Source: an optimization exercise on an open RTL-to-GDS flow (aim: small area and a short achievable clock period). Production flows keep margins and buffers that such runs may drop.
Function not checked in this run: the RTL went through the layout flow alone.
Power and IR drop assume default switching activity.

===== design/flow/config.mk =====
export PLATFORM = sky130hd
export DESIGN_NAME = vedicmult_16bit
export DESIGN_NICKNAME = vedicmult_16bit
export VERILOG_FILES = /design/flow/design.v
export SDC_FILE = /design/flow/constraint.sdc
export NUM_CORES = 4
export LEC_CHECK = 0
export CAP_MARGIN = 20
export CORE_MARGIN = 2
export CORE_UTILIZATION = 40
export CTS_BUF_LIST = sky130_fd_sc_hd__clkbuf_2 sky130_fd_sc_hd__clkbuf_4
export SLEW_MARGIN = 20
export SYNTH_HIERARCHICAL = 1
export SYNTH_MINIMUM_KEEP_SIZE = 0

===== design/flow/constraint.sdc =====
create_clock -name core_clock -period 17.0 [get_ports {clk}]
set_input_delay 3.4000 -clock core_clock [delete_from_list [all_inputs] [get_ports {clk}]]
set_output_delay 3.4000 -clock core_clock [all_outputs]
set_load 0.01 [all_outputs]

===== design/flow/design.v =====
module vedicmult_16bit(input [15:0] a, b,
input clk, reset,
output reg [31:0] out);
wire one1;
wire two2;
wire neg3;
wire pp4;
wire pp5;
wire pp6;
wire pp7;
wire pp8;
wire pp9;
wire pp10;
wire pp11;
wire pp12;
wire pp13;
wire pp14;
wire pp15;
wire pp16;
wire pp17;
wire pp18;
wire pp19;
wire pp20;
wire pp21;
wire pp22;
wire pp23;
wire pp24;
wire one25;
wire two26;
wire neg27;
wire pp28;
wire pp29;
wire pp30;
wire pp31;
wire pp32;
wire pp33;
wire pp34;
wire pp35;
wire pp36;
wire pp37;
wire pp38;
wire pp39;
wire pp40;
wire pp41;
wire pp42;
wire pp43;
wire pp44;
wire pp45;
wire pp46;
wire one47;
wire two48;
wire neg49;
wire pp50;
wire pp51;
wire pp52;
wire pp53;
wire pp54;
wire pp55;
wire pp56;
wire pp57;
wire pp58;
wire pp59;
wire pp60;
wire pp61;
wire pp62;
wire pp63;
wire pp64;
wire pp65;
wire pp66;
wire pp67;
wire pp68;
wire one69;
wire two70;
wire neg71;
wire pp72;
wire pp73;
wire pp74;
wire pp75;
wire pp76;
wire pp77;
wire pp78;
wire pp79;
wire pp80;
wire pp81;
wire pp82;
wire pp83;
wire pp84;
wire pp85;
wire pp86;
wire pp87;
wire pp88;
wire pp89;
wire pp90;
wire one91;
wire two92;
wire neg93;
wire pp94;
wire pp95;
wire pp96;
wire pp97;
wire pp98;
wire pp99;
wire pp100;
wire pp101;
wire pp102;
wire pp103;
wire pp104;
wire pp105;
wire pp106;
wire pp107;
wire pp108;
wire pp109;
wire pp110;
wire pp111;
wire pp112;
wire one113;
wire two114;
wire neg115;
wire pp116;
wire pp117;
wire pp118;
wire pp119;
wire pp120;
wire pp121;
wire pp122;
wire pp123;
wire pp124;
wire pp125;
wire pp126;
wire pp127;
wire pp128;
wire pp129;
wire pp130;
wire pp131;
wire pp132;
wire pp133;
wire pp134;
wire one135;
wire two136;
wire neg137;
wire pp138;
wire pp139;
wire pp140;
wire pp141;
wire pp142;
wire pp143;
wire pp144;
wire pp145;
wire pp146;
wire pp147;
wire pp148;
wire pp149;
wire pp150;
wire pp151;
wire pp152;
wire pp153;
wire pp154;
wire pp155;
wire pp156;
wire one157;
wire two158;
wire neg159;
wire pp160;
wire pp161;
wire pp162;
wire pp163;
wire pp164;
wire pp165;
wire pp166;
wire pp167;
wire pp168;
wire pp169;
wire pp170;
wire pp171;
wire pp172;
wire pp173;
wire pp174;
wire pp175;
wire pp176;
wire pp177;
wire pp178;
wire pp179;
wire pp180;
wire pp181;
wire pp182;
wire pp183;
wire pp184;
wire pp185;
wire pp186;
wire pp187;
wire pp188;
wire pp189;
wire pp190;
wire pp191;
wire pp192;
wire pp193;
wire pp194;
wire pp195;
wire pp196;
wire pp197;
wire pp198;
wire pp199;
wire pp200;
wire pp201;
wire pp202;
wire pp203;
wire pp204;
wire pp205;
wire pp206;
wire s207;
wire c208;
wire s209;
wire c210;
wire s211;
wire c212;
wire s213;
wire c214;
wire s215;
wire c216;
wire s217;
wire c218;
wire s219;
wire c220;
wire s221;
wire c222;
wire s223;
wire c224;
wire s225;
wire c226;
wire s227;
wire c228;
wire s229;
wire c230;
wire s231;
wire c232;
wire s233;
wire c234;
wire s235;
wire c236;
wire s237;
wire c238;
wire s239;
wire c240;
wire s241;
wire c242;
wire s243;
wire c244;
wire s245;
wire c246;
wire s247;
wire c248;
wire s249;
wire c250;
wire s251;
wire c252;
wire s253;
wire c254;
wire s255;
wire c256;
wire s257;
wire c258;
wire s259;
wire c260;
wire s261;
wire c262;
wire s263;
wire c264;
wire s265;
wire c266;
wire s267;
wire c268;
wire s269;
wire c270;
wire s271;
wire c272;
wire s273;
wire c274;
wire s275;
wire c276;
wire s277;
wire c278;
wire s279;
wire c280;
wire s281;
wire c282;
wire s283;
wire c284;
wire s285;
wire c286;
wire s287;
wire c288;
wire s289;
wire c290;
wire s291;
wire c292;
wire s293;
wire c294;
wire s295;
wire c296;
wire s297;
wire c298;
wire s299;
wire c300;
wire s301;
wire c302;
wire s303;
wire c304;
wire s305;
wire c306;
wire s307;
wire c308;
wire s309;
wire c310;
wire s311;
wire c312;
wire s313;
wire c314;
wire s315;
wire c316;
wire s317;
wire c318;
wire s319;
wire c320;
wire s321;
wire c322;
wire s323;
wire c324;
wire s325;
wire c326;
wire s327;
wire c328;
wire s329;
wire c330;
wire s331;
wire c332;
wire s333;
wire c334;
wire s335;
wire c336;
wire s337;
wire c338;
wire s339;
wire c340;
wire s341;
wire c342;
wire s343;
wire c344;
wire s345;
wire c346;
wire s347;
wire c348;
wire s349;
wire c350;
wire s351;
wire c352;
wire s353;
wire c354;
wire s355;
wire c356;
wire s357;
wire c358;
wire s359;
wire c360;
wire s361;
wire c362;
wire s363;
wire c364;
wire s365;
wire c366;
wire s367;
wire c368;
wire s369;
wire c370;
wire s371;
wire c372;
wire s373;
wire c374;
wire s375;
wire c376;
wire s377;
wire c378;
wire s379;
wire c380;
wire s381;
wire c382;
wire s383;
wire c384;
wire s385;
wire c386;
wire s387;
wire c388;
wire s389;
wire c390;
wire s391;
wire c392;
wire s393;
wire c394;
wire s395;
wire c396;
wire s397;
wire c398;
wire s399;
wire c400;
wire s401;
wire c402;
wire s403;
wire c404;
wire s405;
wire c406;
wire s407;
wire c408;
wire s409;
wire c410;
wire s411;
wire c412;
wire s413;
wire c414;
wire s415;
wire c416;
wire s417;
wire c418;
wire s419;
wire c420;
wire s421;
wire c422;
wire s423;
wire c424;
wire s425;
wire c426;
wire s427;
wire c428;
wire s429;
wire c430;
wire s431;
wire c432;
wire s433;
wire c434;
wire s435;
wire c436;
wire s437;
wire c438;
wire s439;
wire c440;
wire s441;
wire c442;
wire s443;
wire c444;
wire s445;
wire c446;
wire s447;
wire c448;
wire s449;
wire c450;
wire s451;
wire c452;
wire s453;
wire c454;
wire s455;
wire c456;
wire s457;
wire c458;
wire s459;
wire c460;
wire s461;
wire c462;
wire s463;
wire c464;
wire s465;
wire c466;
wire s467;
wire c468;
wire s469;
wire c470;
wire s471;
wire c472;
wire s473;
wire c474;
wire s475;
wire c476;
wire ci477;
wire p478;
wire g479;
wire p480;
wire p481;
wire g482;
wire p483;
wire p484;
wire g485;
wire p486;
wire p487;
wire g488;
wire p489;
wire g490;
wire p491;
wire g492;
wire p493;
wire g494;
wire p495;
wire g496;
wire p497;
wire g498;
wire p499;
wire g500;
wire p501;
wire g502;
wire p503;
wire g504;
wire p505;
wire g506;
wire p507;
wire g508;
wire p509;
wire g510;
wire p511;
wire g512;
wire p513;
wire g514;
wire p515;
wire g516;
wire p517;
wire g518;
wire p519;
wire g520;
wire g521;
wire p522;
wire g523;
wire p524;
wire g525;
wire p526;
wire g527;
wire p528;
wire g529;
wire p530;
wire g531;
wire p532;
wire g533;
wire p534;
wire g535;
wire p536;
wire g537;
wire p538;
wire g539;
wire p540;
wire g541;
wire p542;
wire g543;
wire p544;
wire g545;
wire p546;
wire g547;
wire p548;
wire g549;
wire p550;
wire g551;
wire p552;
wire g553;
wire p554;
wire g555;
wire p556;
wire g557;
wire p558;
wire g559;
wire p560;
wire g561;
wire p562;
wire g563;
wire p564;
wire g565;
wire p566;
wire g567;
wire p568;
wire g569;
wire p570;
wire g571;
wire p572;
wire g573;
wire p574;
wire g575;
wire p576;
wire g577;
wire p578;
wire g579;
wire p580;
wire g581;
wire p582;
wire g583;
wire p584;
wire g585;
wire p586;
wire g587;
wire p588;
wire g589;
wire p590;
wire g591;
wire p592;
wire g593;
wire p594;
wire g595;
wire p596;
wire g597;
wire p598;
wire g599;
wire p600;
wire g601;
wire p602;
wire g603;
wire p604;
wire g605;
wire p606;
wire g607;
wire p608;
wire g609;
wire p610;
wire g611;
wire p612;
wire g613;
wire p614;
wire g615;
wire p616;
wire o617;
wire o618;
wire o619;
wire o620;
wire o621;
wire o622;
wire o623;
wire o624;
wire o625;
wire o626;
wire o627;
wire o628;
wire o629;
wire o630;
wire o631;
wire o632;
wire o633;
wire o634;
wire o635;
wire o636;
wire o637;
wire o638;
wire o639;
assign one1 = b[0] ^ 1'b0;
assign two2 = (b[1] & ~b[0] & ~1'b0) | (~b[1] & b[0] & 1'b0);
assign neg3 = b[1];
assign pp4 = ~(((one1 & a[0])) ^ neg3);
assign pp5 = ~(((one1 & a[1]) | (two2 & a[0])) ^ neg3);
assign pp6 = ~(((one1 & a[2]) | (two2 & a[1])) ^ neg3);
assign pp7 = ~(((one1 & a[3]) | (two2 & a[2])) ^ neg3);
assign pp8 = ~(((one1 & a[4]) | (two2 & a[3])) ^ neg3);
assign pp9 = ~(((one1 & a[5]) | (two2 & a[4])) ^ neg3);
assign pp10 = ~(((one1 & a[6]) | (two2 & a[5])) ^ neg3);
assign pp11 = ~(((one1 & a[7]) | (two2 & a[6])) ^ neg3);
assign pp12 = ~(((one1 & a[8]) | (two2 & a[7])) ^ neg3);
assign pp13 = ~(((one1 & a[9]) | (two2 & a[8])) ^ neg3);
assign pp14 = ~(((one1 & a[10]) | (two2 & a[9])) ^ neg3);
assign pp15 = ~(((one1 & a[11]) | (two2 & a[10])) ^ neg3);
assign pp16 = ~(((one1 & a[12]) | (two2 & a[11])) ^ neg3);
assign pp17 = ~(((one1 & a[13]) | (two2 & a[12])) ^ neg3);
assign pp18 = ~(((one1 & a[14]) | (two2 & a[13])) ^ neg3);
assign pp19 = ~(((one1 & a[15]) | (two2 & a[14])) ^ neg3);
assign pp20 = ~(((two2 & a[15])) ^ neg3);
assign pp21 = ~(neg3);
assign pp22 = ~(neg3);
assign pp23 = ~(neg3);
assign pp24 = ~(~neg3);
assign one25 = b[2] ^ b[1];
assign two26 = (b[3] & ~b[2] & ~b[1]) | (~b[3] & b[2] & b[1]);
assign neg27 = b[3];
assign pp28 = ~(((one25 & a[0])) ^ neg27);
assign pp29 = ~(((one25 & a[1]) | (two26 & a[0])) ^ neg27);
assign pp30 = ~(((one25 & a[2]) | (two26 & a[1])) ^ neg27);
assign pp31 = ~(((one25 & a[3]) | (two26 & a[2])) ^ neg27);
assign pp32 = ~(((one25 & a[4]) | (two26 & a[3])) ^ neg27);
assign pp33 = ~(((one25 & a[5]) | (two26 & a[4])) ^ neg27);
assign pp34 = ~(((one25 & a[6]) | (two26 & a[5])) ^ neg27);
assign pp35 = ~(((one25 & a[7]) | (two26 & a[6])) ^ neg27);
assign pp36 = ~(((one25 & a[8]) | (two26 & a[7])) ^ neg27);
assign pp37 = ~(((one25 & a[9]) | (two26 & a[8])) ^ neg27);
assign pp38 = ~(((one25 & a[10]) | (two26 & a[9])) ^ neg27);
assign pp39 = ~(((one25 & a[11]) | (two26 & a[10])) ^ neg27);
assign pp40 = ~(((one25 & a[12]) | (two26 & a[11])) ^ neg27);
assign pp41 = ~(((one25 & a[13]) | (two26 & a[12])) ^ neg27);
assign pp42 = ~(((one25 & a[14]) | (two26 & a[13])) ^ neg27);
assign pp43 = ~(((one25 & a[15]) | (two26 & a[14])) ^ neg27);
assign pp44 = ~(((two26 & a[15])) ^ neg27);
assign pp45 = ~(neg27);
assign pp46 = ~(~neg27);
assign one47 = b[4] ^ b[3];
assign two48 = (b[5] & ~b[4] & ~b[3]) | (~b[5] & b[4] & b[3]);
assign neg49 = b[5];
assign pp50 = ~(((one47 & a[0])) ^ neg49);
assign pp51 = ~(((one47 & a[1]) | (two48 & a[0])) ^ neg49);
assign pp52 = ~(((one47 & a[2]) | (two48 & a[1])) ^ neg49);
assign pp53 = ~(((one47 & a[3]) | (two48 & a[2])) ^ neg49);
assign pp54 = ~(((one47 & a[4]) | (two48 & a[3])) ^ neg49);
assign pp55 = ~(((one47 & a[5]) | (two48 & a[4])) ^ neg49);
assign pp56 = ~(((one47 & a[6]) | (two48 & a[5])) ^ neg49);
assign pp57 = ~(((one47 & a[7]) | (two48 & a[6])) ^ neg49);
assign pp58 = ~(((one47 & a[8]) | (two48 & a[7])) ^ neg49);
assign pp59 = ~(((one47 & a[9]) | (two48 & a[8])) ^ neg49);
assign pp60 = ~(((one47 & a[10]) | (two48 & a[9])) ^ neg49);
assign pp61 = ~(((one47 & a[11]) | (two48 & a[10])) ^ neg49);
assign pp62 = ~(((one47 & a[12]) | (two48 & a[11])) ^ neg49);
assign pp63 = ~(((one47 & a[13]) | (two48 & a[12])) ^ neg49);
assign pp64 = ~(((one47 & a[14]) | (two48 & a[13])) ^ neg49);
assign pp65 = ~(((one47 & a[15]) | (two48 & a[14])) ^ neg49);
assign pp66 = ~(((two48 & a[15])) ^ neg49);
assign pp67 = ~(neg49);
assign pp68 = ~(~neg49);
assign one69 = b[6] ^ b[5];
assign two70 = (b[7] & ~b[6] & ~b[5]) | (~b[7] & b[6] & b[5]);
assign neg71 = b[7];
assign pp72 = ~(((one69 & a[0])) ^ neg71);
assign pp73 = ~(((one69 & a[1]) | (two70 & a[0])) ^ neg71);
assign pp74 = ~(((one69 & a[2]) | (two70 & a[1])) ^ neg71);
assign pp75 = ~(((one69 & a[3]) | (two70 & a[2])) ^ neg71);
assign pp76 = ~(((one69 & a[4]) | (two70 & a[3])) ^ neg71);
assign pp77 = ~(((one69 & a[5]) | (two70 & a[4])) ^ neg71);
assign pp78 = ~(((one69 & a[6]) | (two70 & a[5])) ^ neg71);
assign pp79 = ~(((one69 & a[7]) | (two70 & a[6])) ^ neg71);
assign pp80 = ~(((one69 & a[8]) | (two70 & a[7])) ^ neg71);
assign pp81 = ~(((one69 & a[9]) | (two70 & a[8])) ^ neg71);
assign pp82 = ~(((one69 & a[10]) | (two70 & a[9])) ^ neg71);
assign pp83 = ~(((one69 & a[11]) | (two70 & a[10])) ^ neg71);
assign pp84 = ~(((one69 & a[12]) | (two70 & a[11])) ^ neg71);
assign pp85 = ~(((one69 & a[13]) | (two70 & a[12])) ^ neg71);
assign pp86 = ~(((one69 & a[14]) | (two70 & a[13])) ^ neg71);
assign pp87 = ~(((one69 & a[15]) | (two70 & a[14])) ^ neg71);
assign pp88 = ~(((two70 & a[15])) ^ neg71);
assign pp89 = ~(neg71);
assign pp90 = ~(~neg71);
assign one91 = b[8] ^ b[7];
assign two92 = (b[9] & ~b[8] & ~b[7]) | (~b[9] & b[8] & b[7]);
assign neg93 = b[9];
assign pp94 = ~(((one91 & a[0])) ^ neg93);
assign pp95 = ~(((one91 & a[1]) | (two92 & a[0])) ^ neg93);
assign pp96 = ~(((one91 & a[2]) | (two92 & a[1])) ^ neg93);
assign pp97 = ~(((one91 & a[3]) | (two92 & a[2])) ^ neg93);
assign pp98 = ~(((one91 & a[4]) | (two92 & a[3])) ^ neg93);
assign pp99 = ~(((one91 & a[5]) | (two92 & a[4])) ^ neg93);
assign pp100 = ~(((one91 & a[6]) | (two92 & a[5])) ^ neg93);
assign pp101 = ~(((one91 & a[7]) | (two92 & a[6])) ^ neg93);
assign pp102 = ~(((one91 & a[8]) | (two92 & a[7])) ^ neg93);
assign pp103 = ~(((one91 & a[9]) | (two92 & a[8])) ^ neg93);
assign pp104 = ~(((one91 & a[10]) | (two92 & a[9])) ^ neg93);
assign pp105 = ~(((one91 & a[11]) | (two92 & a[10])) ^ neg93);
assign pp106 = ~(((one91 & a[12]) | (two92 & a[11])) ^ neg93);
assign pp107 = ~(((one91 & a[13]) | (two92 & a[12])) ^ neg93);
assign pp108 = ~(((one91 & a[14]) | (two92 & a[13])) ^ neg93);
assign pp109 = ~(((one91 & a[15]) | (two92 & a[14])) ^ neg93);
assign pp110 = ~(((two92 & a[15])) ^ neg93);
assign pp111 = ~(neg93);
assign pp112 = ~(~neg93);
assign one113 = b[10] ^ b[9];
assign two114 = (b[11] & ~b[10] & ~b[9]) | (~b[11] & b[10] & b[9]);
assign neg115 = b[11];
assign pp116 = ~(((one113 & a[0])) ^ neg115);
assign pp117 = ~(((one113 & a[1]) | (two114 & a[0])) ^ neg115);
assign pp118 = ~(((one113 & a[2]) | (two114 & a[1])) ^ neg115);
assign pp119 = ~(((one113 & a[3]) | (two114 & a[2])) ^ neg115);
assign pp120 = ~(((one113 & a[4]) | (two114 & a[3])) ^ neg115);
assign pp121 = ~(((one113 & a[5]) | (two114 & a[4])) ^ neg115);
assign pp122 = ~(((one113 & a[6]) | (two114 & a[5])) ^ neg115);
assign pp123 = ~(((one113 & a[7]) | (two114 & a[6])) ^ neg115);
assign pp124 = ~(((one113 & a[8]) | (two114 & a[7])) ^ neg115);
assign pp125 = ~(((one113 & a[9]) | (two114 & a[8])) ^ neg115);
assign pp126 = ~(((one113 & a[10]) | (two114 & a[9])) ^ neg115);
assign pp127 = ~(((one113 & a[11]) | (two114 & a[10])) ^ neg115);
assign pp128 = ~(((one113 & a[12]) | (two114 & a[11])) ^ neg115);
assign pp129 = ~(((one113 & a[13]) | (two114 & a[12])) ^ neg115);
assign pp130 = ~(((one113 & a[14]) | (two114 & a[13])) ^ neg115);
assign pp131 = ~(((one113 & a[15]) | (two114 & a[14])) ^ neg115);
assign pp132 = ~(((two114 & a[15])) ^ neg115);
assign pp133 = ~(neg115);
assign pp134 = ~(~neg115);
assign one135 = b[12] ^ b[11];
assign two136 = (b[13] & ~b[12] & ~b[11]) | (~b[13] & b[12] & b[11]);
assign neg137 = b[13];
assign pp138 = ~(((one135 & a[0])) ^ neg137);
assign pp139 = ~(((one135 & a[1]) | (two136 & a[0])) ^ neg137);
assign pp140 = ~(((one135 & a[2]) | (two136 & a[1])) ^ neg137);
assign pp141 = ~(((one135 & a[3]) | (two136 & a[2])) ^ neg137);
assign pp142 = ~(((one135 & a[4]) | (two136 & a[3])) ^ neg137);
assign pp143 = ~(((one135 & a[5]) | (two136 & a[4])) ^ neg137);
assign pp144 = ~(((one135 & a[6]) | (two136 & a[5])) ^ neg137);
assign pp145 = ~(((one135 & a[7]) | (two136 & a[6])) ^ neg137);
assign pp146 = ~(((one135 & a[8]) | (two136 & a[7])) ^ neg137);
assign pp147 = ~(((one135 & a[9]) | (two136 & a[8])) ^ neg137);
assign pp148 = ~(((one135 & a[10]) | (two136 & a[9])) ^ neg137);
assign pp149 = ~(((one135 & a[11]) | (two136 & a[10])) ^ neg137);
assign pp150 = ~(((one135 & a[12]) | (two136 & a[11])) ^ neg137);
assign pp151 = ~(((one135 & a[13]) | (two136 & a[12])) ^ neg137);
assign pp152 = ~(((one135 & a[14]) | (two136 & a[13])) ^ neg137);
assign pp153 = ~(((one135 & a[15]) | (two136 & a[14])) ^ neg137);
assign pp154 = ~(((two136 & a[15])) ^ neg137);
assign pp155 = ~(neg137);
assign pp156 = ~(~neg137);
assign one157 = b[14] ^ b[13];
assign two158 = (b[15] & ~b[14] & ~b[13]) | (~b[15] & b[14] & b[13]);
assign neg159 = b[15];
assign pp160 = ~(((one157 & a[0])) ^ neg159);
assign pp161 = ~(((one157 & a[1]) | (two158 & a[0])) ^ neg159);
assign pp162 = ~(((one157 & a[2]) | (two158 & a[1])) ^ neg159);
assign pp163 = ~(((one157 & a[3]) | (two158 & a[2])) ^ neg159);
assign pp164 = ~(((one157 & a[4]) | (two158 & a[3])) ^ neg159);
assign pp165 = ~(((one157 & a[5]) | (two158 & a[4])) ^ neg159);
assign pp166 = ~(((one157 & a[6]) | (two158 & a[5])) ^ neg159);
assign pp167 = ~(((one157 & a[7]) | (two158 & a[6])) ^ neg159);
assign pp168 = ~(((one157 & a[8]) | (two158 & a[7])) ^ neg159);
assign pp169 = ~(((one157 & a[9]) | (two158 & a[8])) ^ neg159);
assign pp170 = ~(((one157 & a[10]) | (two158 & a[9])) ^ neg159);
assign pp171 = ~(((one157 & a[11]) | (two158 & a[10])) ^ neg159);
assign pp172 = ~(((one157 & a[12]) | (two158 & a[11])) ^ neg159);
assign pp173 = ~(((one157 & a[13]) | (two158 & a[12])) ^ neg159);
assign pp174 = ~(((one157 & a[14]) | (two158 & a[13])) ^ neg159);
assign pp175 = ~(((one157 & a[15]) | (two158 & a[14])) ^ neg159);
assign pp176 = ~(((two158 & a[15])) ^ neg159);
assign pp177 = ~(neg159);
assign pp178 = ~(~neg159);
assign pp179 = ~(a[0] & b[15]);
assign pp180 = ~(a[1] & b[15]);
assign pp181 = ~(a[2] & b[15]);
assign pp182 = ~(a[3] & b[15]);
assign pp183 = ~(a[4] & b[15]);
assign pp184 = ~(a[5] & b[15]);
assign pp185 = ~(a[6] & b[15]);
assign pp186 = ~(a[7] & b[15]);
assign pp187 = ~(a[8] & b[15]);
assign pp188 = ~(a[9] & b[15]);
assign pp189 = ~(a[10] & b[15]);
assign pp190 = ~(a[11] & b[15]);
assign pp191 = ~(a[12] & b[15]);
assign pp192 = ~(a[13] & b[15]);
assign pp193 = ~(a[14] & b[15]);
assign pp194 = ~(a[15] & b[15]);
assign pp195 = ~(~(a[4] & b[15]));
assign pp196 = ~(a[4] & b[15]);
assign pp197 = ~(~(a[6] & b[15]));
assign pp198 = ~(a[6] & b[15]);
assign pp199 = ~(~(a[8] & b[15]));
assign pp200 = ~(a[8] & b[15]);
assign pp201 = ~(~(a[10] & b[15]));
assign pp202 = ~(a[10] & b[15]);
assign pp203 = ~(~(a[12] & b[15]));
assign pp204 = ~(a[12] & b[15]);
assign pp205 = ~(~(a[14] & b[15]));
assign pp206 = ~(a[14] & b[15]);
FA u_s207 (.x(pp45), .y(pp6), .z(pp28), .s(s207), .c(c208));
FA u_s209 (.x(pp7), .y(pp29), .z(c208), .s(s209), .c(c210));
FA u_s211 (.x(pp67), .y(pp8), .z(pp30), .s(s211), .c(c212));
FA u_s213 (.x(pp50), .y(s211), .z(c210), .s(s213), .c(c214));
FA u_s215 (.x(pp9), .y(pp31), .z(pp51), .s(s215), .c(c216));
FA u_s217 (.x(c212), .y(s215), .z(c214), .s(s217), .c(c218));
FA u_s219 (.x(pp89), .y(pp10), .z(pp32), .s(s219), .c(c220));
FA u_s221 (.x(pp52), .y(pp72), .z(c216), .s(s221), .c(c222));
FA u_s223 (.x(s219), .y(s221), .z(c218), .s(s223), .c(c224));
FA u_s225 (.x(pp11), .y(pp33), .z(pp53), .s(s225), .c(c226));
FA u_s227 (.x(pp73), .y(c220), .z(s225), .s(s227), .c(c228));
XN2 u_s229 (.x(c222), .y(s227), .o(s229));
OR2 u_c230 (.x(c222), .y(s227), .o(c230));
FA u_s231 (.x(pp111), .y(pp12), .z(pp34), .s(s231), .c(c232));
FA u_s233 (.x(pp54), .y(pp74), .z(pp94), .s(s233), .c(c234));
FA u_s235 (.x(c226), .y(s231), .z(s233), .s(s235), .c(c236));
FA u_s237 (.x(c228), .y(s235), .z(c230), .s(s237), .c(c238));
FA u_s239 (.x(pp13), .y(pp35), .z(pp55), .s(s239), .c(c240));
FA u_s241 (.x(pp75), .y(pp95), .z(c232), .s(s241), .c(c242));
FA u_s243 (.x(c234), .y(s239), .z(s241), .s(s243), .c(c244));
FA u_s245 (.x(c236), .y(s243), .z(c238), .s(s245), .c(c246));
FA u_s247 (.x(pp133), .y(pp14), .z(pp36), .s(s247), .c(c248));
FA u_s249 (.x(pp56), .y(pp76), .z(pp96), .s(s249), .c(c250));
FA u_s251 (.x(pp116), .y(c240), .z(s247), .s(s251), .c(c252));
FA u_s253 (.x(s249), .y(c242), .z(s251), .s(s253), .c(c254));
XN2 u_s255 (.x(c244), .y(s253), .o(s255));
OR2 u_c256 (.x(c244), .y(s253), .o(c256));
FA u_s257 (.x(pp15), .y(pp37), .z(pp57), .s(s257), .c(c258));
FA u_s259 (.x(pp77), .y(pp97), .z(pp117), .s(s259), .c(c260));
FA u_s261 (.x(c248), .y(c250), .z(s257), .s(s261), .c(c262));
FA u_s263 (.x(s259), .y(c252), .z(s261), .s(s263), .c(c264));
FA u_s265 (.x(c254), .y(s263), .z(c256), .s(s265), .c(c266));
FA u_s267 (.x(pp155), .y(pp16), .z(pp38), .s(s267), .c(c268));
FA u_s269 (.x(pp58), .y(pp78), .z(pp98), .s(s269), .c(c270));
FA u_s271 (.x(pp118), .y(pp138), .z(c258), .s(s271), .c(c272));
FA u_s273 (.x(c260), .y(s267), .z(s269), .s(s273), .c(c274));
FA u_s275 (.x(c262), .y(s271), .z(s273), .s(s275), .c(c276));
XN2 u_s277 (.x(c264), .y(s275), .o(s277));
OR2 u_c278 (.x(c264), .y(s275), .o(c278));
FA u_s279 (.x(pp17), .y(pp39), .z(pp59), .s(s279), .c(c280));
FA u_s281 (.x(pp79), .y(pp99), .z(pp119), .s(s281), .c(c282));
FA u_s283 (.x(pp139), .y(c268), .z(c270), .s(s283), .c(c284));
FA u_s285 (.x(s279), .y(s281), .z(c272), .s(s285), .c(c286));
FA u_s287 (.x(c274), .y(s283), .z(s285), .s(s287), .c(c288));
FA u_s289 (.x(c276), .y(c278), .z(s287), .s(s289), .c(c290));
FA u_s291 (.x(pp177), .y(pp18), .z(pp40), .s(s291), .c(c292));
FA u_s293 (.x(pp60), .y(pp80), .z(pp100), .s(s293), .c(c294));
FA u_s295 (.x(pp120), .y(pp140), .z(pp160), .s(s295), .c(c296));
FA u_s297 (.x(c280), .y(c282), .z(s291), .s(s297), .c(c298));
FA u_s299 (.x(s293), .y(s295), .z(c284), .s(s299), .c(c300));
FA u_s301 (.x(s297), .y(c286), .z(s299), .s(s301), .c(c302));
XN2 u_s303 (.x(c288), .y(s301), .o(s303));
OR2 u_c304 (.x(c288), .y(s301), .o(c304));
FA u_s305 (.x(pp19), .y(pp41), .z(pp61), .s(s305), .c(c306));
FA u_s307 (.x(pp81), .y(pp101), .z(pp121), .s(s307), .c(c308));
FA u_s309 (.x(pp141), .y(pp161), .z(c292), .s(s309), .c(c310));
FA u_s311 (.x(c294), .y(c296), .z(s305), .s(s311), .c(c312));
FA u_s313 (.x(s307), .y(c298), .z(s309), .s(s313), .c(c314));
FA u_s315 (.x(s311), .y(c300), .z(s313), .s(s315), .c(c316));
FA u_s317 (.x(c302), .y(s315), .z(c304), .s(s317), .c(c318));
FA u_s319 (.x(pp179), .y(pp20), .z(pp42), .s(s319), .c(c320));
FA u_s321 (.x(pp62), .y(pp82), .z(pp102), .s(s321), .c(c322));
FA u_s323 (.x(pp122), .y(pp142), .z(pp162), .s(s323), .c(c324));
FA u_s325 (.x(c306), .y(c308), .z(s319), .s(s325), .c(c326));
FA u_s327 (.x(s321), .y(s323), .z(c310), .s(s327), .c(c328));
FA u_s329 (.x(c312), .y(s325), .z(s327), .s(s329), .c(c330));
FA u_s331 (.x(c314), .y(s329), .z(c316), .s(s331), .c(c332));
FA u_s333 (.x(pp22), .y(pp180), .z(pp43), .s(s333), .c(c334));
FA u_s335 (.x(pp63), .y(pp83), .z(pp103), .s(s335), .c(c336));
FA u_s337 (.x(pp123), .y(pp143), .z(pp163), .s(s337), .c(c338));
FA u_s339 (.x(c320), .y(c322), .z(c324), .s(s339), .c(c340));
FA u_s341 (.x(s333), .y(s335), .z(s337), .s(s341), .c(c342));
FA u_s343 (.x(c326), .y(s339), .z(s341), .s(s343), .c(c344));
FA u_s345 (.x(c328), .y(s343), .z(c330), .s(s345), .c(c346));
FA u_s347 (.x(pp23), .y(pp181), .z(pp44), .s(s347), .c(c348));
FA u_s349 (.x(pp64), .y(pp84), .z(pp104), .s(s349), .c(c350));
FA u_s351 (.x(pp124), .y(pp144), .z(pp164), .s(s351), .c(c352));
FA u_s353 (.x(c334), .y(c336), .z(c338), .s(s353), .c(c354));
FA u_s355 (.x(s347), .y(s349), .z(s351), .s(s355), .c(c356));
FA u_s357 (.x(c340), .y(c342), .z(s353), .s(s357), .c(c358));
FA u_s359 (.x(s355), .y(c344), .z(s357), .s(s359), .c(c360));
FA u_s361 (.x(pp24), .y(pp46), .z(pp182), .s(s361), .c(c362));
FA u_s363 (.x(pp65), .y(pp85), .z(pp105), .s(s363), .c(c364));
FA u_s365 (.x(pp125), .y(pp145), .z(pp165), .s(s365), .c(c366));
FA u_s367 (.x(s361), .y(c348), .z(c350), .s(s367), .c(c368));
FA u_s369 (.x(c352), .y(s363), .z(s365), .s(s369), .c(c370));
FA u_s371 (.x(c354), .y(s367), .z(c356), .s(s371), .c(c372));
FA u_s373 (.x(s369), .y(c358), .z(s371), .s(s373), .c(c374));
FA u_s375 (.x(pp195), .y(pp66), .z(pp86), .s(s375), .c(c376));
FA u_s377 (.x(pp106), .y(pp126), .z(pp146), .s(s377), .c(c378));
FA u_s379 (.x(pp166), .y(c362), .z(c364), .s(s379), .c(c380));
FA u_s381 (.x(c366), .y(s375), .z(s377), .s(s381), .c(c382));
FA u_s383 (.x(c368), .y(s379), .z(c370), .s(s383), .c(c384));
FA u_s385 (.x(s381), .y(c372), .z(s383), .s(s385), .c(c386));
FA u_s387 (.x(pp68), .y(pp184), .z(pp196), .s(s387), .c(c388));
FA u_s389 (.x(pp87), .y(pp107), .z(pp127), .s(s389), .c(c390));
FA u_s391 (.x(pp147), .y(pp167), .z(s387), .s(s391), .c(c392));
FA u_s393 (.x(c376), .y(c378), .z(s389), .s(s393), .c(c394));
FA u_s395 (.x(s391), .y(c380), .z(c382), .s(s395), .c(c396));
FA u_s397 (.x(s393), .y(c384), .z(s395), .s(s397), .c(c398));
FA u_s399 (.x(pp197), .y(pp88), .z(pp108), .s(s399), .c(c400));
FA u_s401 (.x(pp128), .y(pp148), .z(pp168), .s(s401), .c(c402));
FA u_s403 (.x(c388), .y(c390), .z(s399), .s(s403), .c(c404));
FA u_s405 (.x(s401), .y(c392), .z(c394), .s(s405), .c(c406));
FA u_s407 (.x(s403), .y(c396), .z(s405), .s(s407), .c(c408));
FA u_s409 (.x(pp90), .y(pp186), .z(pp198), .s(s409), .c(c410));
FA u_s411 (.x(pp109), .y(pp129), .z(pp149), .s(s411), .c(c412));
FA u_s413 (.x(pp169), .y(s409), .z(c400), .s(s413), .c(c414));
FA u_s415 (.x(c402), .y(s411), .z(c404), .s(s415), .c(c416));
FA u_s417 (.x(s413), .y(c406), .z(s415), .s(s417), .c(c418));
FA u_s419 (.x(pp199), .y(pp110), .z(pp130), .s(s419), .c(c420));
FA u_s421 (.x(pp150), .y(pp170), .z(c410), .s(s421), .c(c422));
FA u_s423 (.x(c412), .y(s419), .z(s421), .s(s423), .c(c424));
FA u_s425 (.x(c414), .y(s423), .z(c416), .s(s425), .c(c426));
FA u_s427 (.x(pp112), .y(pp188), .z(pp200), .s(s427), .c(c428));
FA u_s429 (.x(pp131), .y(pp151), .z(pp171), .s(s429), .c(c430));
FA u_s431 (.x(s427), .y(c420), .z(s429), .s(s431), .c(c432));
FA u_s433 (.x(c422), .y(s431), .z(c424), .s(s433), .c(c434));
FA u_s435 (.x(pp201), .y(pp132), .z(pp152), .s(s435), .c(c436));
FA u_s437 (.x(pp172), .y(c428), .z(c430), .s(s437), .c(c438));
FA u_s439 (.x(s435), .y(c432), .z(s437), .s(s439), .c(c440));
FA u_s441 (.x(pp134), .y(pp190), .z(pp202), .s(s441), .c(c442));
FA u_s443 (.x(pp153), .y(pp173), .z(s441), .s(s443), .c(c444));
FA u_s445 (.x(c436), .y(s443), .z(c438), .s(s445), .c(c446));
FA u_s447 (.x(pp203), .y(pp154), .z(pp174), .s(s447), .c(c448));
FA u_s449 (.x(c442), .y(s447), .z(c444), .s(s449), .c(c450));
FA u_s451 (.x(pp156), .y(pp192), .z(pp204), .s(s451), .c(c452));
FA u_s453 (.x(pp175), .y(s451), .z(c448), .s(s453), .c(c454));
FA u_s455 (.x(pp205), .y(pp176), .z(c452), .s(s455), .c(c456));
FA u_s457 (.x(pp178), .y(pp194), .z(pp206), .s(s457), .c(c458));
XN2 u_s459 (.x(pp4), .y(pp21), .o(s459));
OR2 u_c460 (.x(pp4), .y(pp21), .o(c460));
XN2 u_s461 (.x(pp5), .y(c460), .o(s461));
OR2 u_c462 (.x(pp5), .y(c460), .o(c462));
XN2 u_s463 (.x(s207), .y(c462), .o(s463));
OR2 u_c464 (.x(s207), .y(c462), .o(c464));
XN2 u_s465 (.x(s209), .y(c464), .o(s465));
OR2 u_c466 (.x(s209), .y(c464), .o(c466));
XN2 u_s467 (.x(s213), .y(c466), .o(s467));
OR2 u_c468 (.x(s213), .y(c466), .o(c468));
XN2 u_s469 (.x(s217), .y(c468), .o(s469));
OR2 u_c470 (.x(s217), .y(c468), .o(c470));
XN2 u_s471 (.x(s223), .y(c470), .o(s471));
OR2 u_c472 (.x(s223), .y(c470), .o(c472));
FA u_s473 (.x(c224), .y(s229), .z(c472), .s(s473), .c(c474));
XN2 u_s475 (.x(s237), .y(c474), .o(s475));
OR2 u_c476 (.x(s237), .y(c474), .o(c476));
assign ci477 = ~c476;
assign p478 = ~s245;
NR2 u_g479 (.x(c246), .y(s255), .o(g479));
X2 u_p480 (.x(c246), .y(s255), .o(p480));
assign p481 = ~s265;
NR2 u_g482 (.x(c266), .y(s277), .o(g482));
X2 u_p483 (.x(c266), .y(s277), .o(p483));
assign p484 = ~s289;
NR2 u_g485 (.x(c290), .y(s303), .o(g485));
X2 u_p486 (.x(c290), .y(s303), .o(p486));
assign p487 = ~s317;
NR2 u_g488 (.x(c318), .y(s331), .o(g488));
X2 u_p489 (.x(c318), .y(s331), .o(p489));
NR2 u_g490 (.x(c332), .y(s345), .o(g490));
X2 u_p491 (.x(c332), .y(s345), .o(p491));
NR2 u_g492 (.x(c346), .y(s359), .o(g492));
X2 u_p493 (.x(c346), .y(s359), .o(p493));
NR2 u_g494 (.x(c360), .y(s373), .o(g494));
X2 u_p495 (.x(c360), .y(s373), .o(p495));
NR2 u_g496 (.x(c374), .y(s385), .o(g496));
X2 u_p497 (.x(c374), .y(s385), .o(p497));
NR2 u_g498 (.x(c386), .y(s397), .o(g498));
X2 u_p499 (.x(c386), .y(s397), .o(p499));
NR2 u_g500 (.x(c398), .y(s407), .o(g500));
X2 u_p501 (.x(c398), .y(s407), .o(p501));
NR2 u_g502 (.x(c408), .y(s417), .o(g502));
X2 u_p503 (.x(c408), .y(s417), .o(p503));
NR2 u_g504 (.x(c418), .y(s425), .o(g504));
X2 u_p505 (.x(c418), .y(s425), .o(p505));
NR2 u_g506 (.x(c426), .y(s433), .o(g506));
X2 u_p507 (.x(c426), .y(s433), .o(p507));
NR2 u_g508 (.x(c434), .y(s439), .o(g508));
X2 u_p509 (.x(c434), .y(s439), .o(p509));
NR2 u_g510 (.x(c440), .y(s445), .o(g510));
X2 u_p511 (.x(c440), .y(s445), .o(p511));
NR2 u_g512 (.x(c446), .y(s449), .o(g512));
X2 u_p513 (.x(c446), .y(s449), .o(p513));
NR2 u_g514 (.x(c450), .y(s453), .o(g514));
X2 u_p515 (.x(c450), .y(s453), .o(p515));
NR2 u_g516 (.x(c454), .y(s455), .o(g516));
X2 u_p517 (.x(c454), .y(s455), .o(p517));
NR2 u_g518 (.x(c456), .y(s457), .o(g518));
X2 u_p519 (.x(c456), .y(s457), .o(p519));
assign g520 = 1'b0 | (p478 & ci477);
assign g521 = g479 | (p480 & g520);
assign p522 = p480 & p478;
assign g523 = g482 | (p483 & 1'b0);
assign p524 = p483 & p481;
assign g525 = g485 | (p486 & 1'b0);
assign p526 = p486 & p484;
assign g527 = g488 | (p489 & 1'b0);
assign p528 = p489 & p487;
assign g529 = g492 | (p493 & g490);
assign p530 = p493 & p491;
assign g531 = g496 | (p497 & g494);
assign p532 = p497 & p495;
assign g533 = g500 | (p501 & g498);
assign p534 = p501 & p499;
assign g535 = g504 | (p505 & g502);
assign p536 = p505 & p503;
assign g537 = g508 | (p509 & g506);
assign p538 = p509 & p507;
assign g539 = g512 | (p513 & g510);
assign p540 = p513 & p511;
assign g541 = g516 | (p517 & g514);
assign p542 = p517 & p515;
assign g543 = 1'b0 | (p481 & g521);
assign p544 = p481 & p522;
assign g545 = g523 | (p524 & g521);
assign p546 = p524 & p522;
assign g547 = 1'b0 | (p487 & g525);
assign p548 = p487 & p526;
assign g549 = g527 | (p528 & g525);
assign p550 = p528 & p526;
assign g551 = g494 | (p495 & g529);
assign p552 = p495 & p530;
assign g553 = g531 | (p532 & g529);
assign p554 = p532 & p530;
assign g555 = g502 | (p503 & g533);
assign p556 = p503 & p534;
assign g557 = g535 | (p536 & g533);
assign p558 = p536 & p534;
assign g559 = g510 | (p511 & g537);
assign p560 = p511 & p538;
assign g561 = g539 | (p540 & g537);
assign p562 = p540 & p538;
assign g563 = g518 | (p519 & g541);
assign p564 = p519 & p542;
assign g565 = 1'b0 | (p484 & g545);
assign p566 = p484 & p546;
assign g567 = g525 | (p526 & g545);
assign p568 = p526 & p546;
assign g569 = g547 | (p548 & g545);
assign p570 = p548 & p546;
assign g571 = g549 | (p550 & g545);
assign p572 = p550 & p546;
assign g573 = g498 | (p499 & g553);
assign p574 = p499 & p554;
assign g575 = g533 | (p534 & g553);
assign p576 = p534 & p554;
assign g577 = g555 | (p556 & g553);
assign p578 = p556 & p554;
assign g579 = g557 | (p558 & g553);
assign p580 = p558 & p554;
assign g581 = g514 | (p515 & g561);
assign p582 = p515 & p562;
assign g583 = g541 | (p542 & g561);
assign p584 = p542 & p562;
assign g585 = g563 | (p564 & g561);
assign p586 = p564 & p562;
assign g587 = g490 | (p491 & g571);
assign p588 = p491 & p572;
assign g589 = g529 | (p530 & g571);
assign p590 = p530 & p572;
assign g591 = g551 | (p552 & g571);
assign p592 = p552 & p572;
assign g593 = g553 | (p554 & g571);
assign p594 = p554 & p572;
assign g595 = g573 | (p574 & g571);
assign p596 = p574 & p572;
assign g597 = g575 | (p576 & g571);
assign p598 = p576 & p572;
assign g599 = g577 | (p578 & g571);
assign p600 = p578 & p572;
assign g601 = g579 | (p580 & g571);
assign p602 = p580 & p572;
assign g603 = g506 | (p507 & g601);
assign p604 = p507 & p602;
assign g605 = g537 | (p538 & g601);
assign p606 = p538 & p602;
assign g607 = g559 | (p560 & g601);
assign p608 = p560 & p602;
assign g609 = g561 | (p562 & g601);
assign p610 = p562 & p602;
assign g611 = g581 | (p582 & g601);
assign p612 = p582 & p602;
assign g613 = g583 | (p584 & g601);
assign p614 = p584 & p602;
assign g615 = g585 | (p586 & g601);
assign p616 = p586 & p602;
assign o617 = p478 ^ ci477;
assign o618 = p480 ^ g520;
assign o619 = p481 ^ g521;
assign o620 = p483 ^ g543;
assign o621 = p484 ^ g545;
assign o622 = p486 ^ g565;
assign o623 = p487 ^ g567;
assign o624 = p489 ^ g569;
assign o625 = p491 ^ g571;
assign o626 = p493 ^ g587;
assign o627 = p495 ^ g589;
assign o628 = p497 ^ g591;
assign o629 = p499 ^ g593;
assign o630 = p501 ^ g595;
assign o631 = p503 ^ g597;
assign o632 = p505 ^ g599;
assign o633 = p507 ^ g601;
assign o634 = p509 ^ g603;
assign o635 = p511 ^ g605;
assign o636 = p513 ^ g607;
assign o637 = p515 ^ g609;
assign o638 = p517 ^ g611;
assign o639 = p519 ^ g613;
wire [31:0] prod = {o639, o638, o637, o636, o635, o634, o633, o632, o631, o630, o629, o628, o627, o626, o625, o624, o623, o622, o621, o620, o619, o618, o617, ~s475, ~s473, ~s471, ~s469, ~s467, ~s465, ~s463, ~s461, ~s459};
always @(posedge clk) begin
  if (reset) out <= prod;
  else out <= 32'd0;
end
endmodule
module FA(input x, y, z, output s, c);
assign s = x ^ y ^ z;
assign c = (x & y) | (x & z) | (y & z);
endmodule
module XN2(input x, y, output o);
assign o = ~(x ^ y);
endmodule
module OR2(input x, y, output o);
assign o = x | y;
endmodule
module X2(input x, y, output o);
assign o = x ^ y;
endmodule
module NR2(input x, y, output o);
assign o = ~(x | y);
endmodule

===== design/flow/flow/run.sh =====
#!/bin/bash
# Own layout flow: the standard ORFS flow (standard.sh), with the input and
# output port buffers made of plain buf_2 cells (the default picks a delay cell).
set -euo pipefail
export BUFFER_PORTS_ARGS="-buffer_cell sky130_fd_sc_hd__buf_2"
bash standard.sh > standard.log 2>&1

===== design/flow/standard.sh =====
#!/bin/bash
# synth_recipe.tcl (not shown) runs the flow's synth.tcl, then flattens the netlist and writes it again
# the make line also repeats each setting of config.mk as NAME=value (left out here)
make -C /OpenROAD-flow-scripts/flow DESIGN_CONFIG=/design/flow/config.mk WORK_HOME=/design/flow/orfs CLKGATE_MAP_FILE= SYNTH_SCRIPT=/design/flow/synth_recipe.tcl "${@:-finish}"

==> flow_summary.ini <==
[grt]
grt_pass1_vias = 7967
antenna_found_initial = 2
grt_max_degree = 96
gr-usage-all-layers_pct = 23.55
grt_pass1_wl_mm = 46.29
overflow = 0

[synth]
ys_warn_count = 7
synth_area_leader_cell = fa_1
ys_ff_latch = 32
synth_edf_count = 0
synth_top_flop_cell = dfxtp_1
synth_cell_type_count = 51
synthTopCellsByCount = nand2_1 (186), clkbuf_1 (126), fa_1 (123)
syn_area_per_cell_um2 = 7.684
ys_async_sr_fraction_pct = 0
ys_seq_area_share_pct = 6.718
syn_inst = 1241
syn_nets = 1404
syn_area_um2 = 9535
synth.most_common_cell = nand2_1
yosys.area.top_type_share_pct = 25.82
synth.area.top_cells = fa_1 (26%), nand2_1 (7.3%), dfxtp_1 (6.7%), maj3_1 (6.7%), o311a_1 (5.9%)

[placed_design]
dpl_worst_slack_ns = 6.830
placed_cell_area_um2 = 9792
finalWeightedCongestion = 0.8481
dp_hpwl_mm = 20.50
dp.cells = 1488
portBuffers = 65

[floorplan]
fp.dieH_um = 158.4
initial_core_util_pct = 40.75
die-area_um2 = 25090
io_pins = 66
rows = 56
core_region_area_um2 = 23400
die_x_um = 158.4

[sta]
fin_setup_tns_ns = 0
rsz0062_at_grt = false
slew_headroom_pct = 31.00
hold_viol_final = 0
hold_ws_ns = 3.422
timing.fmax_ghz = 0.1015
finalSetupViolCount = 0
drv_slew = 0
period_share_pct = 57.95
tightestPinTransition_ns = 1.031
post-route-min-period_ns = 9.851
setup_slack_ns = 7.149

[cts]
cts_sinks = 32
clk_pin_slew_worst_paths_ns = 0.10
cts_setup_buffers = 0
cts.path.max_buffers = 2
ctsRootBufferMaster = clkbuf_4
cts_hold_buf = 0
cts_tree = built
cts_max_level = 2
cts_resized = 0
cts_buffers = 5

[pwr]
switchingPower_uw = 865.6
p_leak_nw = 3.532
finalPower_mw = 1.630
pwr-share-clk_pct = 2.9
powerDensity_nw_per_um2 = 165.4
peakVddDrop_uv = 138.3
p_comb_share_pct = 89.7
internal-power_uw = 764.1
sequentialPowerShare_pct = 7.4
p_sw_share_pct = 53.11

[cells_and_area]
largest_reg_flops = 32
reg_top3 = out: 32 flops
drive_above_1_share_pct = 7.647
fin_area_um2 = 9853
post-route-util_pct = 42.10
finalNetCount = 1339
finalNonFillerCells = 1498
regMostFlops = out
syn2layout_area_growth_pct = 3.333

[route]
wl_mm = 29.58
ant_nets = 0
via_per_inst = 6.048
first_iter_violations = 1007
drtPass1Iterations = 5
drcViolationCount = 0
num_vias = 9060
wl_per_cell_um = 19.75

[setup_path]
path_class = primary input to flip-flop
cp_max_fo = 33
cp-start-kind = primary input
arrival_ns = 10.09
cp-endpoint = out[24]
startpoint = b[8]
cp.required_ns = 17.24
cp-end-kind = flip-flop

[status]
status = complete, no violations

[hold_path]
hold_class = primary input to flip-flop

[run]
cap_violations = 0
[area by class of cell]
type	instances	area [um^2]
repair buffers	77	415.4
diodes	2	5.005
well taps	319	399.1
fillers	2451	13550
inverters	25	93.84
multi-input cells	1035	8243
clock inverters	1	3.754
clock buffers	7	52.55
flip-flops and latches	32	640.6
[layout by cell type, fill, tap and decap left out, drive strengths merged, types with 2 or more instances in the layout]
master / instances
xnor2: 24
a22oi: 37
nand3: 2
a221oi: 5
a21oi: 89
xor2: 43
or3: 6
o211ai: 2
o21a: 4
nor3: 14
inv: 20
o21ai: 58
nor2b: 68
maj3: 64
nor4: 4
nand2b: 3
ha: 6
o22ai: 57
buf: 77
clkinv: 6
a211oi: 57
diode: 2
nor2: 59
and2: 15
fa: 123
dfxtp: 32
a21o: 5
o221ai: 12
clkbuf: 7
o311a: 56
a311oi: 2
nand2: 186
a31oi: 4
or2: 14
and3: 5
mux2i: 2
[worst max-delay path, stage by stage]
cell and delay (ns):
buf_2 0.51, clkinv_1 0.67, nor2_1 0.98, a211oi_1 0.18
o22ai_1 0.25, fa_1 0.49, fa_1 0.49, fa_1 0.54
or2_1 0.28, fa_1 0.47, xor2_1 0.22, nor2b_1 0.25
o22ai_2 0.15, nor4_1 0.66, o211ai_1 0.17, and3_1 0.22
o21a_1 0.16
[worst min-delay path by stage]
stage,startpoint,to,slack [ns],cells after the start
CTS,reset,out[24],3.41,2
global placement,reset,out[24],3.79,2
finish,reset,out[24],3.42,2
floorplan,reset,out[23],3.55,2
detailed placement,reset,out[24],3.78,2
global route,reset,out[24],3.43,2
[per-module statistics from Yosys, one instance, submodules excluded]
module           cell area, um^2  cells inside
XN2                        8.758             1
X2                         8.758             1
FA                         20.02             1
vedicmult_16bit             6659          1057
OR2                        6.256             1
NR2                        3.754             1
[metal layers]
layer	share of wire [%]	global-route usage (%)	vias to the layer above
met3	8.2	4.110	18
met1	48	36.70	4444
met2	43	34.00	337
met4	1.1	4.290	0
met5	0	0	-
li1	-	-	4261
[cell families (layout without fill, tap and decap cells)]
group	count (synthesis)	in the layout	share of synthesized area, %
AOI/OAI and AO/OA	395	395	28.50
xor gates and xnor gates	67	67	6.154
adders and majority gates	193	193	33.33
buffers and inverters	174	110	6.863
DFF	32	32	6.718
muxes	2	2	0.2100
other	0	2	0
and+or+nand+nor	378	378	18.23
[power groups by stage]
stage / Clock, mW / Sequential (mW) / Combinational [mW]
after detailed placement: 0 / 0.122 / 1.46
final: 0.0473 / 0.120 / 1.46
after CTS: 0.0507 / 0.120 / 1.46
after global routing: 0.0526 / 0.123 / 1.66
after global placement: 0 / 0.122 / 1.45
after floorplan: 0 / 0.139 / 1.14

==> re-timing with driven ports <==
In the flow no input, the clock included, has a driving cell. The finished layout below was timed again as built, in two steps.
Step 1 sets driving cells, clkbuf_16 on the clock port and buf_2 on the other inputs (assumed; they add their load-dependent delay and slew).
Step 2 times the ports against the registers' clock, not the clock port: input delays grow and output delays shrink by t, the midpoint of the rising clock arrivals with the driver on.
Three values: ideal, step 1, step 2; two values: the first two.
shift t [ns]: 0.374
slack for setup (ns): 7.149 / 7.155 / 6.781
worst register clock-pin slew, ns: 0.11 / 0.11
worst slew at a driven data input, ns: 0.07
cell pins on the clock port's net: 1
After both steps setup and hold are still met in this run. The setup slack of this run moves by +0.006 ns with the drivers and by -0.368 ns with both steps.
